From an optimization exercise on the open Yosys and OpenROAD flow, aimed at small area, a short achievable clock period and few clock cycles per item; shortcuts taken in it are not production practice. Function was checked by simulation only, so behaviour that the tests miss may differ from the original.

Design rsa, start of the top module:
module rsa #(
    parameter WIDTH = 32,
    parameter E_BITS = 32
)(
    input  wire                   clk,
    input  wire                   rst,
    input  wire                   start,
    input  wire [WIDTH-1:0]       M,
    input  wire [E_BITS-1:0]      E,
    input  wire [WIDTH-1:0]       N,
    input  wire [WIDTH-1:0]       N_INV,
    input  wire [WIDTH-1:0]       R2_MOD_N,
    output wire [WIDTH-1:0]       C,
    output reg                    done
);
Size: ~200 I/O pins, ~17000 um2 of cells after synthesis.
==> flow/config.mk <==
export PLATFORM = sky130hd
export DESIGN_NAME = rsa
export DESIGN_NICKNAME = rsa
export VERILOG_FILES = /design/flow/design.v
export SDC_FILE = /design/flow/constraint.sdc
export NUM_CORES = 4
export LEC_CHECK = 0
export ABC_CLOCK_PERIOD_IN_PS = 5000
export CAP_MARGIN = 20
export CORE_MARGIN = 2
export CORE_UTILIZATION = 60
export CTS_BUF_LIST = sky130_fd_sc_hd__clkbuf_8 sky130_fd_sc_hd__clkbuf_16
export PLACE_DENSITY = 0.7
export SLEW_MARGIN = 20
==> flow/constraint.sdc <==
create_clock -name core_clock -period 15.0 [get_ports {clk}]
set_input_delay 3.0000 -clock core_clock [delete_from_list [all_inputs] [get_ports {clk}]]
set_output_delay 3.0000 -clock core_clock [all_outputs]
set_load 0.01 [all_outputs]
standard.sh (not shown) runs the stock make flow with config.mk's settings and CLKGATE_MAP_FILE= SYNTH_SCRIPT=/design/flow/synth_recipe.tcl, a recipe that flattens the netlist after the stock synthesis.
==> flow/flow/run.sh <==
#!/bin/bash
# Standard layout (the standard.sh: standard synthesis, floorplan, place,
# CTS, route) with three changes to how it is made:
#  - before floorplanning, flow/fixpol.tcl (with flow/fixpol.py) flips full
#    adders to remove inverters around them (FA(~a,~b,~c) = ~FA(a,b,c)); the
#    registers and the logic function are unchanged;
#  - ORFS's repair_timing is asked for 10 ns of setup margin instead of 0, so
#    that it also shortens paths that already meet the 15 ns clock;
#  - the port buffers that global placement inserts are sky130_fd_sc_hd__buf_2.
# The SDC and the clock period are the standard flow's. Make's output goes to
# make_finish.log; fixpol writes fixpol_in.txt and fixpol_ops.txt here.
set -euo pipefail
bash standard.sh SETUP_SLACK_MARGIN=10 'BUFFER_PORTS_ARGS=-buffer_cell sky130_fd_sc_hd__buf_2' "PRE_FLOORPLAN_TCL=$(pwd)/flow/fixpol.tcl" finish > make_finish.log 2>&1
Other scripts of this flow, unchanged in this note and not shown: flow/flow/fixpol.py, flow/flow/fixpol.tcl
Testbench counts at the start, summed over its fixed seeds: cycles 112,410, items 320.
Edit:
--- a/flow/design.v
+++ b/flow/design.v
@@ -21,24 +21,25 @@
     reg  [2:0]    ph;
     reg           it;          
     reg  [3:0]    j;           
     reg  [32:0]   res;         
     reg  [32:0]   mr;          
     reg  [AW-1:0] s, c;        
     reg           cin;         
     reg  [K-1:0]  a;           
     reg  [4:0]    idx;         
     reg           ebit;        
     reg           ez;          
     reg           isn;         
+    reg  [31:0]   nr;          
     reg  [3:0]    npr;         
     assign C = res[31:0];
     reg  [3:0] np;
     always @(*) begin
         case (N[3:1])
             3'd0: np = 4'd15;
             3'd1: np = 4'd5;
             3'd2: np = 4'd3;
             3'd3: np = 4'd9;
             3'd4: np = 4'd7;
             3'd5: np = 4'd13;
             3'd6: np = 4'd11;
@@ -73,28 +74,28 @@
     wire [3:0] y_c;
     assign y_c[0] = cin;
     assign y_c[1] = y_g[0] | (y_p[0] & cin);
     assign y_c[2] = y_g[1] | (y_p[1] & y_g[0]) | (y_p[1] & y_p[0] & cin);
     assign y_c[3] = y_g[2] | (y_p[2] & y_g[1]) | (y_p[2] & y_p[1] & y_g[0])
                   | (y_p[2] & y_p[1] & y_p[0] & cin);
     wire [3:0] u = y_p ^ y_c;
     wire [3:0] q = qmul(u, npr[3:1]);
     wire [W-1:0] b0 = a[0] ? {5'b0, res}        : {W{1'b0}};
     wire [W-1:0] b1 = a[1] ? {4'b0, res, cin}   : {{(W-1){1'b0}}, cin};
     wire [W-1:0] b2 = a[2] ? {3'b0, res, 2'b0}  : {W{1'b0}};
     wire [W-1:0] b3 = a[3] ? {2'b0, res, 3'b0}  : {W{1'b0}};
-    wire [W-1:0] n0 = q[0] ? {6'b0, N}          : {W{1'b0}};
-    wire [W-1:0] n1 = q[1] ? {5'b0, N, 1'b0}    : {W{1'b0}};
-    wire [W-1:0] n2 = q[2] ? {4'b0, N, 2'b0}    : {W{1'b0}};
-    wire [W-1:0] n3 = q[3] ? {3'b0, N, 3'b0}    : {W{1'b0}};
+    wire [W-1:0] n0 = q[0] ? {6'b0, nr}          : {W{1'b0}};
+    wire [W-1:0] n1 = q[1] ? {5'b0, nr, 1'b0}    : {W{1'b0}};
+    wire [W-1:0] n2 = q[2] ? {4'b0, nr, 2'b0}    : {W{1'b0}};
+    wire [W-1:0] n3 = q[3] ? {3'b0, nr, 3'b0}    : {W{1'b0}};
     wire [W-1:0] s0 = {4'b0, s};
     wire [W-1:0] c0 = {4'b0, c};
     wire [W-1:0] l1a_s = s0 ^ c0 ^ b0;
     wire [W-1:0] l1a_c = ((s0 & c0) | (s0 & b0) | (c0 & b0)) << 1;
     wire [W-1:0] l1b_s = b1 ^ b2 ^ b3;
     wire [W-1:0] l1b_c = ((b1 & b2) | (b1 & b3) | (b2 & b3)) << 1;
     wire [W-1:0] l2_s  = l1a_s ^ l1a_c ^ l1b_s;
     wire [W-1:0] l2_c  = ((l1a_s & l1a_c) | (l1a_s & l1b_s) | (l1a_c & l1b_s)) << 1;
     wire [W-1:0] l3_s  = l2_s ^ l2_c ^ l1b_c;
     wire [W-1:0] l3_c  = ((l2_s & l2_c) | (l2_s & l1b_c) | (l2_c & l1b_c)) << 1;
     wire [W-1:0] l4a_s = l3_s ^ l3_c ^ n0;
     wire [W-1:0] l4a_c = ((l3_s & l3_c) | (l3_s & n0) | (l3_c & n0)) << 1;
@@ -186,26 +187,27 @@
                 PH_MUL: begin
                     res_nx = sum[32:0];
                     a_nx   = (ph_nx == PH_FIN) ? 4'd1 : sum[3:0];
                 end
                 default: begin    
                     res_nx = isn ? 33'd0 : sum[32:0];
                 end
             endcase
         end
     end
     always @(posedge clk) begin
         npr  <= np;
+        nr   <= N;
         ebit <= E[idx];
-        isn  <= (res == {1'b0, N});
+        isn  <= (res == {1'b0, nr});
         a    <= (ph == PH_IDLE) ? R2_MOD_N[3:0] : a_nx;
         res  <= (ph == PH_IDLE) ? {1'b0, R2_MOD_N} : res_nx;
         t    <= (ph == PH_IDLE) ? R2_MOD_N[3:0] * R2_MOD_N[3:0]
               : a_nx * ((!it && ph == PH_C1 && !ez) ? mlo : res_nx[3:0]);
         if (ph == PH_IDLE) mlo <= M[3:0];
         if (ph == PH_IDLE || !it) begin
             s   <= {AW{1'b0}};
             c   <= {AW{1'b0}};
             cin <= 1'b0;
             j   <= 4'd0;
         end else begin
             s   <= l6_s[W-1:K];
Outcome: The new run finished with timing, DRC and antenna clean. Synthesized cell count rises by 1.3%. Final area rises by 2.9%. Via count rises by 1.1%. Setup slack improved by 0.0099 ns. Routed wire length rises by 2.8%. Clock-buffer cell count falls by 6. Hold slack improved by 0.029 ns. Non-clock buffer count falls by 3. Cell count rises by 1.6%.
Testbench counts after the change, summed over its fixed seeds: cycles 112,410, items 320.

==> separate check: timing with driven ports <==
No port has a modelled driver above. Below, the same layouts with a new extraction and two added sets of constraints. Step 1 sets driving cells, clkbuf_16 on the clock port and buf_2 on the other inputs (assumed; they add their load-dependent delay and slew). Step 2 moves the port delays by t, midway between the first and last clock arrival at a register: inputs arrive t later, outputs are due t later. That takes back most of the time a late clock gives input paths. Three values: no drivers, after step 1, after step 2; two values: the first two.
| run | t, ns | setup WS [ns] | worst hold slack (ns) | worst data-port slew with drivers (ns) |
|---|---|---|---|---|
| the first run | 0.483 | 10.067 / 10.067 / 9.623 | 0.537 / 0.537 / 0.537 | 0.04 |
| the second run | 0.503 | 10.077 / 10.077 / 10.077 | 0.566 / 0.566 / 0.566 | 0.04 |
After both steps every run listed still meets setup and hold. For the first run, which loses most, drivers alone change the setup slack by 0.000 ns; drivers and shift together by -0.444 ns.
